Background: an optimization exercise with open tools, aiming at small area and a short achievable clock period. Do not read the settings as production practice. RTL that was checked went through simulation tests only; none was proved equivalent to the original. Power figures rest on the tool's default switching activity, not on a simulated workload.

Design barrel_shifter, start of the top module:
module barrel_shifter (
    input  logic        i_clk,
    input  logic        i_signed,
    input  logic        i_shift_left,
    input  logic [4:0]  i_shift_amt,
    input  logic [31:0] i_data,
    output logic [31:0] o_data
);
Size: about 2500 µm² of cells after synthesis.
==> module barrel_shifter, before the edit <==
module barrel_shifter (
    input  logic        i_clk,
    input  logic        i_signed,
    input  logic        i_shift_left,
    input  logic [4:0]  i_shift_amt,
    input  logic [31:0] i_data,
    output logic [31:0] o_data
);
    logic left, s4, fill;
    assign left = i_shift_left;
    assign s4   = i_shift_amt[4];
    assign fill = i_signed & i_data[31];
    logic left_n, left_nc, s4_n, fill_n, lf_n, sr1_n, sl0_n, cm, ch;
    logic [1:0] sr0_n;    
    logic [1:0] sl1_n;    
    bs_inv   u_left_n (.a(left), .y(left_n));
    bs_inv   u_left_nc (.a(left), .y(left_nc));
    bs_inv   u_s4_n   (.a(s4), .y(s4_n));
    bs_nand2 u_sr0_n0 (.a(left_n), .b(s4_n), .y(sr0_n[0]));
    bs_nand2 u_sr0_n1 (.a(left_n), .b(s4_n), .y(sr0_n[1]));
    bs_nand2 u_sr1_n  (.a(left_n), .b(s4), .y(sr1_n));
    bs_nand2 u_sl0_n  (.a(left), .b(s4), .y(sl0_n));
    bs_nand2 u_sl1_n0 (.a(left), .b(s4_n), .y(sl1_n[0]));
    bs_nand2 u_sl1_n1 (.a(left), .b(s4_n), .y(sl1_n[1]));
    bs_nand2 u_fill_n (.a(i_signed), .b(i_data[31]), .y(fill_n));
    bs_nand3 u_lf_n   (.a(left_n), .b(i_signed), .c(i_data[31]), .y(lf_n));
    bs_nand2 u_cm     (.a(s4), .b(lf_n), .y(cm));
    bs_nand2 u_ch     (.a(left_n), .b(fill_n), .y(ch));
    logic [3:0] ax, ax_n, a, a_n;
    for (genvar t = 0; t < 4; t++) begin : g_sel
        bs_xor2  u_x  (.a(i_shift_amt[t]), .b(left), .y(ax[t]));
        bs_inv   u_xn (.a(ax[t]), .y(ax_n[t]));
        bs_inv   u_a  (.a(ax_n[t]), .y(a[t]));
        bs_inv   u_an (.a(ax[t]),   .y(a_n[t]));
    end
    logic [46:0] v16_n;
    logic [38:0] v8;
    logic [34:0] v4_n;
    logic [32:0] v2;
    logic [31:0] res_n;
    logic [31:0] q_n;
    for (genvar i = 0; i < 15; i++) begin : g_s16_lo
        bs_oai221 u (.a(i_data[i]), .sa_n(sr0_n[0]), .b(i_data[i+16]), .sb_n(sr1_n), .c(left_nc),
                     .y(v16_n[i]));
    end
    assign v16_n[15] = ~((i_data[15] & ~left & ~s4) | (i_data[31] & ~left & s4) | (i_data[0] & left & ~s4));
    for (genvar i = 16; i < 31; i++) begin : g_s16_mid
        bs_oai221 u (.a(i_data[i]), .sa_n(sr0_n[1]), .b(i_data[i-15]), .sb_n(sl1_n[0]),
                     .c(cm), .y(v16_n[i]));
    end
    assign v16_n[31] = ~((i_data[31] & ~left & ~s4) | (fill & ~left & s4) | (i_data[0] & left & s4)
                         | (i_data[16] & left & ~s4));
    for (genvar i = 32; i < 47; i++) begin : g_s16_hi
        bs_oai221 u (.a(i_data[i-31]), .sa_n(sl0_n), .b(i_data[i-15]), .sb_n(sl1_n[1]),
                     .c(ch), .y(v16_n[i]));
    end
    for (genvar i = 0; i < 39; i++) begin : g_s8
        bs_mux_n u (.a(v16_n[i]), .sa_n(a[3]), .b(v16_n[i+8]), .sb_n(a_n[3]), .y(v8[i]));
    end
    for (genvar i = 0; i < 35; i++) begin : g_s4
        bs_mux_n u (.a(v8[i]), .sa_n(a[2]), .b(v8[i+4]), .sb_n(a_n[2]), .y(v4_n[i]));
    end
    for (genvar i = 0; i < 33; i++) begin : g_s2
        bs_mux_n u (.a(v4_n[i]), .sa_n(a[1]), .b(v4_n[i+2]), .sb_n(a_n[1]), .y(v2[i]));
    end
    for (genvar i = 0; i < 32; i++) begin : g_s1
        bs_mux_n u (.a(v2[i]), .sa_n(a[0]), .b(v2[i+1]), .sb_n(a_n[0]), .y(res_n[i]));
    end
    always_ff @(posedge i_clk) q_n <= res_n;
    assign o_data = ~q_n;
endmodule
==> module bs_nand3, before the edit <==
module bs_nand3 (input logic a, b, c, output logic y);
    assign y = ~(a & b & c);
endmodule
export LEC_CHECK = 0
export CAP_MARGIN = 20
export CORE_MARGIN = 2
export CORE_UTILIZATION = 50
export GPL_TIMING_DRIVEN = 0
export PLACE_DENSITY = 0.8
export SLEW_MARGIN = 20
export SYNTH_HIERARCHICAL = 1
export SYNTH_MINIMUM_KEEP_SIZE = 0
create_clock -name core_clock -period 3.5 [get_ports {i_clk}]
standard.sh (not shown) runs the stock make flow with config.mk's settings and CLKGATE_MAP_FILE= SYNTH_SCRIPT=/design/flow/synth_recipe.tcl, a recipe that flattens the netlist after the stock synthesis.
==> flow/flow/run.sh <==
#!/bin/bash
set -e
here=$(pwd)
export BUFFER_PORTS_ARGS="-buffer_cell sky130_fd_sc_hd__buf_1"
export POST_FLOORPLAN_TCL="$here/flow/post_floorplan.tcl"
export PRE_RESIZE_TCL="$here/flow/pre_resize.tcl"
bash standard.sh > standard.log 2>&1
Other scripts of this flow, unchanged in this note and not shown: flow/flow/post_floorplan.tcl, flow/flow/pre_resize.tcl, flow/flow/sizing.tcl
The baseline completed without violations.
Then changed:
==> flow/design.v (replaced) <==
module barrel_shifter (
    input  logic        i_clk,
    input  logic        i_signed,
    input  logic        i_shift_left,
    input  logic [4:0]  i_shift_amt,
    input  logic [31:0] i_data,
    output logic [31:0] o_data
);
    logic left, s4, fill, fill_n, cm_n;
    assign left = i_shift_left;
    assign s4   = i_shift_amt[4];
    assign fill = i_signed & i_data[31];
    logic sr0, sr1, sr0_n, sl0_n, cm, ch;
    logic [1:0] sl1_n;    
    bs_nor2  u_sr0   (.a(left), .b(s4), .y(sr0));
    bs_andn  u_sr1   (.a(s4), .b_n(left), .y(sr1));
    bs_or2   u_sr0_n (.a(left), .b(s4), .y(sr0_n));
    bs_nand2 u_sl0_n (.a(left), .b(s4), .y(sl0_n));
    bs_orn   u_sl1_n0 (.a(s4), .b_n(left), .y(sl1_n[0]));
    bs_orn   u_sl1_n1 (.a(s4), .b_n(left), .y(sl1_n[1]));
    bs_nand3b u_cm_n (.a_n(left), .b(i_signed), .c(i_data[31]), .y(cm_n));
    bs_nand2  u_cm   (.a(s4), .b(cm_n), .y(cm));
    bs_nand2  u_fl_n (.a(i_signed), .b(i_data[31]), .y(fill_n));
    bs_nand2b u_ch   (.a_n(left), .b(fill_n), .y(ch));
    logic [3:0] ax, ax_n, a, a_n;
    for (genvar t = 0; t < 4; t++) begin : g_sel
        bs_xor2  u_x  (.a(i_shift_amt[t]), .b(left), .y(ax[t]));
        bs_xnor2 u_xn (.a(i_shift_amt[t]), .b(left), .y(ax_n[t]));
        bs_inv   u_a  (.a(ax_n[t]), .y(a[t]));
        bs_inv   u_an (.a(ax[t]),   .y(a_n[t]));
    end
    logic [46:0] v16_n;
    logic [38:0] v8;
    logic [34:0] v4_n;
    logic [32:0] v2;
    logic [31:0] res_n;
    logic [31:0] q_n;
    for (genvar i = 0; i < 15; i++) begin : g_s16_lo
        bs_aoi22 u (.a(i_data[i]), .sa(sr0), .b(i_data[i+16]), .sb(sr1), .y(v16_n[i]));
    end
    assign v16_n[15] = ~((i_data[15] & ~left & ~s4) | (i_data[31] & ~left & s4) | (i_data[0] & left & ~s4));
    for (genvar i = 16; i < 31; i++) begin : g_s16_mid
        bs_oai221 u (.a(i_data[i]), .sa_n(sr0_n), .b(i_data[i-15]), .sb_n(sl1_n[0]),
                     .c(cm), .y(v16_n[i]));
    end
    assign v16_n[31] = ~((i_data[31] & ~left & ~s4) | (fill & ~left & s4) | (i_data[0] & left & s4)
                         | (i_data[16] & left & ~s4));
    for (genvar i = 32; i < 47; i++) begin : g_s16_hi
        bs_oai221 u (.a(i_data[i-31]), .sa_n(sl0_n), .b(i_data[i-15]), .sb_n(sl1_n[1]),
                     .c(ch), .y(v16_n[i]));
    end
    for (genvar i = 0; i < 39; i++) begin : g_s8
        bs_mux_n u (.a(v16_n[i]), .sa_n(a[3]), .b(v16_n[i+8]), .sb_n(a_n[3]), .y(v8[i]));
    end
    for (genvar i = 0; i < 35; i++) begin : g_s4
        bs_mux_n u (.a(v8[i]), .sa_n(a[2]), .b(v8[i+4]), .sb_n(a_n[2]), .y(v4_n[i]));
    end
    for (genvar i = 0; i < 33; i++) begin : g_s2
        bs_mux_n u (.a(v4_n[i]), .sa_n(a[1]), .b(v4_n[i+2]), .sb_n(a_n[1]), .y(v2[i]));
    end
    for (genvar i = 0; i < 32; i++) begin : g_s1
        bs_mux_n u (.a(v2[i]), .sa_n(a[0]), .b(v2[i+1]), .sb_n(a_n[0]), .y(res_n[i]));
    end
    always_ff @(posedge i_clk) q_n <= res_n;
    assign o_data = ~q_n;
endmodule
module bs_mux_n (input logic a, sa_n, b, sb_n, output logic y);
    assign y = ~((a | sa_n) & (b | sb_n));
endmodule
module bs_aoi22 (input logic a, sa, b, sb, output logic y);
    assign y = ~((a & sa) | (b & sb));
endmodule
module bs_oai221 (input logic a, sa_n, b, sb_n, c, output logic y);
    assign y = ~((a | sa_n) & (b | sb_n) & c);
endmodule
module bs_inv (input logic a, output logic y);
    assign y = ~a;
endmodule
module bs_nor2 (input logic a, b, output logic y);
    assign y = ~(a | b);
endmodule
module bs_or2 (input logic a, b, output logic y);
    assign y = a | b;
endmodule
module bs_nand2 (input logic a, b, output logic y);
    assign y = ~(a & b);
endmodule
module bs_andn (input logic a, b_n, output logic y);
    assign y = a & ~b_n;
endmodule
module bs_orn (input logic a, b_n, output logic y);
    assign y = a | ~b_n;
endmodule
module bs_xor2 (input logic a, b, output logic y);
    assign y = a ^ b;
endmodule
module bs_xnor2 (input logic a, b, output logic y);
    assign y = ~(a ^ b);
endmodule
module bs_nand3b (input logic a_n, b, c, output logic y);
    assign y = ~(~a_n & b & c);
endmodule
module bs_nand2b (input logic a_n, b, output logic y);
    assign y = ~(~a_n & b);
endmodule
Result: The new run went through all stages and came out clean. Power is lower by about 0.44%. Non-clock buffer count stays the same. Cell area climbs by about 0.9%. Final cell count falls by 0.70%. Wire length came out lower by about 2%. Setup slack improves by 73 ps. Via count decreases by about 3%. Sequential cell count is unchanged. Count of clock-buffer cells in the layout is unchanged. First-iteration DRC count drops by 5.4%.
Function not checked in the first run of this note: the RTL went through the layout flow alone.

## static timing again, ports no longer ideal
The results above use ideal ports. As a check the final layouts listed here were re-extracted and re-timed, cells and wires unchanged.
Step 1 assumes that a clkbuf_16 drives the clock port and a buf_2 every other input.
Step 2, shift: input delay + t, output delay - t, t = (earliest + latest rising clock arrival at the registers) / 2. This alone moves slack from input paths to output paths.
Slacks: ideal / step 1 / step 2; pairs: ideal / step 1.
run	t (ns)	setup WS [ns]	hold slack, ns	worst register clock-pin slew, ns	pins driven straight from the clock port
the first run	0.305	1.277 / 1.284 / 0.978	0.984 / 0.983 / 1.141	0.07 / 0.07	1
the second run	0.305	1.350 / 1.330 / 1.025	1.062 / 1.057 / 1.142	0.07 / 0.07	1
After both steps setup and hold are still met in every run listed. The setup slack of the second run, which loses most, moves by -0.020 ns with the drivers and by -0.325 ns with both steps.
